Context: an optimization exercise on an open-source flow, tuned for small area, a short achievable clock period and few clock cycles. The choices shown serve that exercise and are no tape-out recipe.
The RTL was checked by simulation tests, not by an equivalence proof against the original design.
Power figures rest on the tool's default switching activity, not on a simulated workload.

==> flow/design.v <==
`timescale 1ns / 1ps
module apb_master (
    input         pclk,
    input         presetn,
    input         start,
    input         write,
    input  [31:0] addr,
    output        wr0,        
    output        wr1,        
    output reg    done,
    output reg    error
);
    wire in_map = (addr[31:13] == 19'd0) && (addr[11:4] == 8'd0);
    assign wr0 = start && write && in_map && !addr[12];
    assign wr1 = start && write && in_map &&  addr[12];
    always @(posedge pclk or negedge presetn) begin
        if (!presetn) begin
            done  <= 1'b0;
            error <= 1'b0;
        end else begin
            done  <= start;
            error <= !in_map;
        end
    end
endmodule
`timescale 1ns / 1ps
module apb_slave (
    input         pclk,
    input         presetn,
    input         we,         
    input         rsel,       
    input  [1:0]  idx,
    input  [3:0]  strb,
    input  [31:0] wdata,
    output [31:0] rdata       
);
    reg [31:0] regfile [0:3];
    reg [3:0]  valid;
    always @(posedge pclk or negedge presetn) begin
        if (!presetn)
            valid <= 4'b0;
        else if (we)
            valid[idx] <= 1'b1;
    end
    wire [31:0] part [0:3];
    genvar r, b;
    generate
        for (r = 0; r < 4; r = r + 1) begin : g_reg
            wire wr = we && idx == r;
            for (b = 0; b < 4; b = b + 1) begin : g_byte
                wire keep = !(wr && (strb[b] || !valid[r]));
                wire load = wr && strb[b];
                always @(posedge pclk)
                    regfile[r][8*b +: 8] <= (regfile[r][8*b +: 8] & {8{keep}})
                                          | (wdata[8*b +: 8] & {8{load}});
            end
            wire sel = rsel && idx == r && valid[r];
            assign part[r] = {32{sel}} & regfile[r];
        end
    endgenerate
    assign rdata = part[0] | part[1] | part[2] | part[3];
endmodule
`timescale 1ns / 1ps
module apb_top(
    input        pclk,
    input        presetn,
    input        start,
    input        write,
    input [31:0] addr,
    input [31:0] wdata,
    input [3:0]  strb,
    input [2:0]  prot,
    output [31:0] rdata,
    output        done,
    output        error
);
    wire        wr0, wr1;
    wire [31:0] rd0, rd1;
    reg  [31:0] rdata_q;
    apb_master master (
        .pclk    (pclk),
        .presetn (presetn),
        .start   (start),
        .write   (write),
        .addr    (addr),
        .wr0     (wr0),
        .wr1     (wr1),
        .done    (done),
        .error   (error)
    );
    apb_slave slave0 (
        .pclk    (pclk),
        .presetn (presetn),
        .we      (wr0),
        .rsel    (!addr[12]),
        .idx     (addr[3:2]),
        .strb    (strb),
        .wdata   (wdata),
        .rdata   (rd0)
    );
    apb_slave slave1 (
        .pclk    (pclk),
        .presetn (presetn),
        .we      (wr1),
        .rsel    (addr[12]),
        .idx     (addr[3:2]),
        .strb    (strb),
        .wdata   (wdata),
        .rdata   (rd1)
    );
    always @(posedge pclk)
        rdata_q <= rd0 | rd1;
    assign rdata = rdata_q;
endmodule
Settings: LEC_CHECK=0, ABC_CLOCK_PERIOD_IN_PS=1200, CAP_MARGIN=20, CORE_MARGIN=2, CORE_UTILIZATION=60, CTS_BUF_LIST=sky130_fd_sc_hd__clkbuf_16, CTS_CLUSTER_DIAMETER=100, CTS_CLUSTER_SIZE=30, SETUP_SLACK_MARGIN=2.0, SLEW_MARGIN=20; clock period 4.0 ns.
standard.sh (not shown) runs the stock make flow with config.mk's settings and CLKGATE_MAP_FILE= SYNTH_SCRIPT=/design/flow/synth_recipe.tcl, a recipe that flattens the netlist after the stock synthesis.
==> flow/flow/run.sh <==
#!/bin/bash
# The standard layout (bash standard.sh), with the port buffers that
# buffer_ports inserts made of a plain buffer cell instead of the delay cell it
# picks by default. ORFS writes each step's full log under orfs/logs/; make's
# own output goes to make_finish.log here.
set -euo pipefail
bash standard.sh "BUFFER_PORTS_ARGS=-buffer_cell sky130_fd_sc_hd__buf_2" finish > make_finish.log 2>&1
Testbench counts at the start, summed over its fixed seeds: cycles 3,200.
Next try:
Settings changed: ABC_AREA set to 1, ABC_CLOCK_PERIOD_IN_PS 1200 to unset, CTS_BUF_LIST sky130_fd_sc_hd__clkbuf_16 to sky130_fd_sc_hd__clkbuf_8, CTS_CLUSTER_DIAMETER 100 to 50, CTS_CLUSTER_SIZE 30 to 16.
Outcome:
- combinational power grows by about 32%
- hold slack degrades by 56 ps
- total power grows by 26%
- wire length grows by about 30%
- core utilization shrinks by 3.3 points
- design area grows by about 15%
- cell count grows by about 60%
- setup slack improves by 140 ps
Next try:
Settings changed: ABC_AREA 1 to unset, ABC_CLOCK_PERIOD_IN_PS set to 1200, SETUP_SLACK_MARGIN 2.0 to 2.15.
Result: The new run finished with timing, DRC and antenna clean; power is lower by about 10%; flip-flop and latch count does not change; worst setup slack is better by 11 ps; core utilization goes up by 6.7 points; cell area is lower by about 9%; hold slack got worse by 62 ps; first-iteration DRC count fell by about 44%; routed wire length goes down by 20%; sequential share of layout area rises by 4.0 points; via count is lower by about 30%; final cell count falls by about 36%.

[afterwards: timing with drivers on the ports]
No port has a modelled driver above. Below, the same layouts with a new extraction and two added sets of constraints.
Step 1 sets driving cells, clkbuf_16 on the clock port and buf_2 on the other inputs (assumed; they add their load-dependent delay and slew).
Step 2, shift: input delay + t, output delay - t, t = (earliest + latest rising clock arrival at the registers) / 2. This alone moves slack from input paths to output paths.
a / b / c = no drivers / after step 1 / after step 2; a / b = the first two.
run | t (ns) | setup WS [ns] | latest minus earliest clock arrival (ns) | slew at the worst register clock pin (ns) | cell pins on the clock port's net
the first run | 0.533 | 1.880 / 1.886 / 1.353 | 0.015 / 0.014 | 0.12 / 0.12 | 1
the second run | 0.597 | 2.025 / 2.003 / 1.449 | 0.025 / 0.025 | 0.10 / 0.10 | 1
the third run | 0.637 | 2.036 / 2.048 / 1.411 | 0.024 / 0.025 | 0.10 / 0.10 | 1
After both steps setup and hold are still met in every run listed. The setup slack of the third run, which loses most, moves by +0.012 ns with the drivers and by -0.625 ns with both steps.
